This design comes from an exercise in tuning for small area and a short achievable clock period on the open sky130 flow, not from production work.
In this exercise RTL edits were held to simulation tests only and were not proved equivalent to the original.

==> flow/design.v, too long to show whole: its modules and the start of the top module <==
// module DCT_FA: 4 lines
// module DCT_HA: 4 lines
// module DCT_Custom_Instruction: 1564 lines
module DCT_Custom_Instruction(clk,
                              reset,
                              dataa,
                              n,
                              clk_en,
                              start,
                              done,
                              result);
  // ...
==> flow/flow/run.sh <==
#!/bin/bash
set -o pipefail
export SETUP_SLACK_MARGIN=8
bash standard.sh finish > standard.log 2>&1
==> flow/standard.sh <==
#!/bin/bash
# synth_recipe.tcl (not shown) runs the flow's synth.tcl, then flattens the netlist and writes it again
# the make line also repeats each setting of config.mk as NAME=value (left out here)
make -C /OpenROAD-flow-scripts/flow DESIGN_CONFIG=/design/flow/config.mk WORK_HOME=/design/flow/orfs CLKGATE_MAP_FILE= SYNTH_SCRIPT=/design/flow/synth_recipe.tcl "${@:-finish}"
==> flow/config.mk <==
export PLATFORM = sky130hd
export DESIGN_NAME = DCT_Custom_Instruction
export DESIGN_NICKNAME = DCT_Custom_Instruction
export VERILOG_FILES = /design/flow/design.v
export SDC_FILE = /design/flow/constraint.sdc
export NUM_CORES = 4
export LEC_CHECK = 0
export CAP_MARGIN = 20
export CORE_MARGIN = 2
export CORE_UTILIZATION = 40
export SLEW_MARGIN = 20
export SYNTH_HIERARCHICAL = 1
export SYNTH_MINIMUM_KEEP_SIZE = 0
==> flow/constraint.sdc <==
create_clock -name core_clock -period 16.0 [get_ports {clk}]
set_input_delay 3.2000 -clock core_clock [delete_from_list [all_inputs] [get_ports {clk}]]
set_output_delay 3.2000 -clock core_clock [all_outputs]
set_load 0.01 [all_outputs]
==> impl_results.md, run 1 <==
- Fin util: 45.1%
- M1 WL: 61.9 mm
- Crit-path max cell delay: 590 ps
- Vias in the first global route: 32300
- Clock buffers: 54
- Setup Buffers After CTS: 28
- Synth top area share: 26.1%
- Post-cts repair resize count: 236
- Die X: 321 µm
- Total CTS buffers: 44
- MaxCap Viol Count: 0
- Share of layout cells above drive strength 1: 10.8%
- Most flops, register: pr
- Final setup TNS: 0 ps
- Routability cong.: 0.968
- Post-synthesis cell type count: 80
- Worst r2r dst: pr[30]
- GR Layer Usage met3: 6.42%
- Clock latency on the worst-skew pair: 630 ps
- Yosys warning total: 7
- DIE AREA: 0.103 mm²
- Placed insts: 5379
- Min Tclk post-route: 8330 ps
- Routed Antenna Nets: 0
- Endpoints failing hold: 0
- Top-count cell post-synth: fa_1
- Min-delay src: x2[32]
- Crit path kind: reg2out
- Top_reg_cell synth: dfrtp_1
- FF/Latch Area: 0.00924 mm²
- Commonest cells after routing, fill and taps aside: fa_1 (522), nand2_1 (506), o21ai_0 (386), inv_1 (312), dfrtp_1 (265)
- CTS clk-pin slew, worst paths: 70 ps
- Average via count per standard cell: 6.01
- M2 GR Usage: 39.6%
- Synthesized flop and latch total: 395
- Status: timing/DRC/antenna clean
- Met3 wire len: 16.0 mm
==> run 2, diff against run 1 <==
==> flow/run.sh (new file) <==
#!/bin/bash
# synth_recipe.tcl (not shown) runs the flow's synth.tcl, then flattens the netlist and writes it again
# the make line also repeats each setting of config.mk as NAME=value (left out here)
make -C /OpenROAD-flow-scripts/flow DESIGN_CONFIG=/design/flow/config.mk WORK_HOME=/design/flow/orfs CLKGATE_MAP_FILE= SYNTH_SCRIPT=/design/flow/synth_recipe.tcl finish
removed: flow/flow/run.sh
removed: flow/standard.sh
==> impl_results.md, run 2 <==
- Die Ht: 321 µm (unchanged)
- Hold path depth: 2 (unchanged)
- Crit path max fanout: 68 (was 4)
- Dpl cell area: 0.0421 mm² (about the same)
- Share of layout cells above drive strength 1: 5.94% (was 10.8%)
- MaxCap Viol Count: 0 (unchanged)
- CP startpoint kind: input pin (was flip-flop)
- Commonest non-fill, non-tap cell in the layout: fa_1 (unchanged)
- DIE AREA: 0.103 mm² (unchanged)
- Required @ worst endpoint: 16510 ps (was 12800 ps)
- Endpoints failing hold: 0 (unchanged)
- Nets: 4853 (was 4909)
- Synth top area share: 26.1% (unchanged)
- Clk buf depth: 3 (unchanged)
- Post-synth top cells: fa_1 (523), nand2_1 (517), o21ai_0 (403) (unchanged)
- Synthesized flop and latch total: 395 (unchanged)
- Crit-path max cell delay: 830 ps (was 590 ps)
- Min-delay src: y5[31] (was x2[32])
- Most flops, register: pr (unchanged)
- Setup Buffers After CTS: 0 (was 28)
- Via Count: 32700 (was 33100)
- Initial antenna violation count: 2 (was 1)
- Yosys warning total: 7 (unchanged)
- Congestion Overflow GR: 0 (unchanged)
- Die X: 321 µm (unchanged)
- Slew Limit Fails: 0 (unchanged)
- Post-CTS Hold Fix Bufs: 0 (unchanged)
- Fin util: 43.7% (was 45.1%)
- Worst slew margin: 20.5% (was 16.7%)
- Critical-path cell list: buf_6 > buf_4 > xor2_4 > buf_4 > buf_4 > mux4_2 > xor2_1 > fa_1 > inv_1 > ha_1 > and3_1 > a221oi_1 > nor2b_1 > a311oi_1 > o21a_1 > o21ai_1 > a221oi_1 > mux2i_1 > nand2_1 (was fa_1 > fa_1 > ha_2 > inv_2 > fa_2 > nor2b_2 > o31a_1 > o211ai_1 > a311oi_2 > o211ai_1 > a21oi_2 > a31oi_2 > xnor2_2 > buf_6 > buf_6 > mux4_2 > buf_6)
- Worst-Margin Slew: 1160 ps (was 1250 ps)
- CP Data Arrival Time: 10290 ps (was 5130 ps)
- H-tree level count: 2 (unchanged)
- Vias in the first global route: 31900 (was 32300)
- Number of synthesized flops with an enable pin: 0 (unchanged)
- Final WL: 140 mm (was 141 mm)
- Clock latency on the worst-skew pair: 630 ps (about the same)
- Commonest cells after routing, fill and taps aside: fa_1 (523), nand2_1 (511), o21ai_0 (401), inv_1 (313), dfrtp_1 (265) (was fa_1 (522), nand2_1 (506), o21ai_0 (386), inv_1 (312), dfrtp_1 (265))
- Multi-input combinational cell area: 0.0290 mm² (was 0.0298 mm²)
- Rows: 116 (unchanged)
- Synth top area cells: fa_1 (26%), dfrtp_1 (17%), dfxtp_1 (6.5%) (unchanged)
- Top_reg_cell synth: dfrtp_1 (unchanged)
- Cells after Synth: 4177 (unchanged)
- Design area: 0.0435 mm² (was 0.0450 mm²)
- Core Area: 0.0997 mm² (unchanged)
- Average via count per standard cell: 6.00 (was 6.01)
- Async SR Flop Fraction: 67.1% (unchanged)
- CTS clk-pin slew, worst paths: 60 ps (was 70 ps)
- Critical path buffers and inverters: 5 (was 4)
- CTS tree: built (unchanged)
- Layout area overhead: 8.55% (was 12.2%)
- Netlist Area Pre-Place: 0.0401 mm² (unchanged)
- Worst r2r src: y6[1] (was y6[3])
- Final setup TNS: 0 ps (unchanged)
- R2R Setup Slk: 9270 ps (was 9370 ps)
- WL/cell: 25.6 µm (was 25.7 µm)
- Crit path kind: in2reg (was reg2out)
- # port buffers: 73 (unchanged)
- CP Capture Type: flip-flop (was output pin)
- Place WS: 5460 ps (was 5870 ps)
- Post-cts repair resize count: 0 (was 236)
- DRC violations left: 0 (unchanged)
- Setup WS post-layout: 6220 ps (was 7670 ps)
- Clk_skew: 27.8 ps (was 34.6 ps)
- First-pass GRT wire length: 210 mm (was 209 mm)
- Routability cong.: 0.945 (was 0.968)
- Syn_area_per_cell: 9.60 µm² (unchanged)
- Hold Path End: y5[31] (was x2[32])
- Final setup vio count: 0 (unchanged)
- Crit path max-delay family: buffers and inverters (was adder cells)
- Total track usage: 27.2% (was 27.1%)
- Number of flip-flops in the largest register: 128 (unchanged)
- Routed Antenna Nets: 0 (unchanged)
- FF-to-FF path depth: 16 (was 14)
- Post-synthesis sequential area ratio: 23.0% (unchanged)
- Status: timing/DRC/antenna clean (unchanged)
- Top-count cell post-synth: fa_1 (unchanged)
- RSZ-0062 raised after global routing: no (was yes)
- I/O pins: 74 (unchanged)
- Initial core utilization: 40.2% (unchanged)
- Post-synthesis cell type count: 80 (unchanged)
- 1st-pass router iterations: 8 (was 6)
- Max Freq: 102 MHz (was 120 MHz)
- CP most frequent cell: buf_4 (was buf_6)
- Antenna diodes: 0 (unchanged)
- Syn nets: 4905 (unchanged)
- Slowest-stage cell, CP: buf_4 (was fa_1)
- Min-Delay Path Class: reg2reg (unchanged)
- CTS root buffer: clkbuf_16 (unchanged)
- Fill cells: 9563 (was 9358)
- FF/Latch Area: 0.00924 mm² (about the same)
- Clk sinks: 395 (unchanged)
- Worst r2r dst: pr[28] (was pr[30])
- Min Tclk post-route: 9780 ps (was 8330 ps)
- Post-DP HPWL: 112 mm (was 111 mm)
- Pin count of the biggest net entering global routing: 120 (was 102)
- Largest area contributor in the netlist: fa_1 (unchanged)
- DRT iter0 DRCs: 3509 (was 3667)
- Period Utilization, post-route: 61.1% (was 52.0%)
- Total CTS buffers: 44 (unchanged)
## run 2: tightest hold or removal path, delay by kind of cell, from the launching register on
kind            cells  cell delay, ps
simple gates        1              60
flops               1             370
compound gates      1              60
## run 2: area by class of cell
class                      count  area share [%]
multi-input combinational   3257            66.6
sequential                   395            21.2
tap                         1298            3.73
clock buffer                  58            2.89
inverter                     316            2.74
timing repair buffer         111            2.35
clock inverter                20           0.483
## run 2: worst max path at each step
stage	from	endpoint	cells after the start
after detailed placement	n[2]	x3[32]	19
after global routing	n[2]	x3[32]	19
final	n[2]	x3[32]	19
after floorplan	reset	done_delay	1
after CTS	n[2]	x3[32]	19
after global placement	n[2]	x3[32]	19
## run 2: routing by layer
layer	GRT usage, %	vias up	routed length, µm	part of all wire [%]
li1	-	14500	-	-
met1	40.9	16400	62500	45
met2	39.5	1641	58600	42
met5	0	-	13	0.0093
met3	6.13	174	15400	11
met4	6.08	2	3010	2.2
## run 2: kinds of logic after synthesis
logic type / count (synthesis) / synth area share (%)
AO/OA/AOI/OAI: 1258 / 20.5
adder cells (fa/ha/maj): 687 / 31.2
other: 1 / 0.00935
AND/OR/NAND/NOR: 961 / 10.2
multiplexers: 111 / 4.84
buffers and inverters: 525 / 4.94
XOR/XNOR: 239 / 5.24
flip-flops: 395 / 23.0
## run 2: per-module statistics from Yosys, one instance, submodules excluded
module / times used / area [µm²] / cells inside / flip-flops and latches
DCT_FA: 454 / 20.0 / 1 / 0
DCT_Custom_Instruction: 1 / 30900 / 3714 / 395
DCT_HA: 9 / 12.5 / 1 / 0
## run 2: through the flow
step | hold slack (ps) | cells
final | 521 | 5455
after global routing | 542 | 5455
after CTS | 517 | 5455
after detailed placement | 504 | 5377
after global placement | 493 | 5377
after floorplan | 461 | 4177

## port drivers added, routing unchanged
The flow's constraints put no driver on any port. The routed layouts listed below were extracted and timed again, unchanged, in two steps. Step 1 (the two cells are an assumption about what drives the block):
set clk [get_ports {clk}]
set_driving_cell -lib_cell sky130_fd_sc_hd__clkbuf_16 $clk
set_driving_cell -lib_cell sky130_fd_sc_hd__buf_2 [delete_from_list [all_inputs] $clk]
Step 2 moves the port delays by t, midway between the first and last clock arrival at a register: inputs arrive t later, outputs are due t later. That takes back most of the time a late clock gives input paths. a / b / c = ideal ports / drivers / drivers and shift; a / b = the first two.
| run | t (ns) | slack for setup (ns) | hold WS [ns] | worst data-port slew with drivers (ns) |
|---|---|---|---|---|
| run 1 | 0.687 | 7.672 / 7.603 / 7.418 | 0.515 / 0.515 / 0.515 | 0.04 |
| run 2 | 0.678 | 6.219 / 6.238 / 5.560 | 0.521 / 0.521 / 0.521 | 0.04 |
After both steps every run listed still meets setup and hold. For run 2, which loses most, drivers alone change the setup slack by +0.019 ns; drivers and shift together by -0.659 ns.
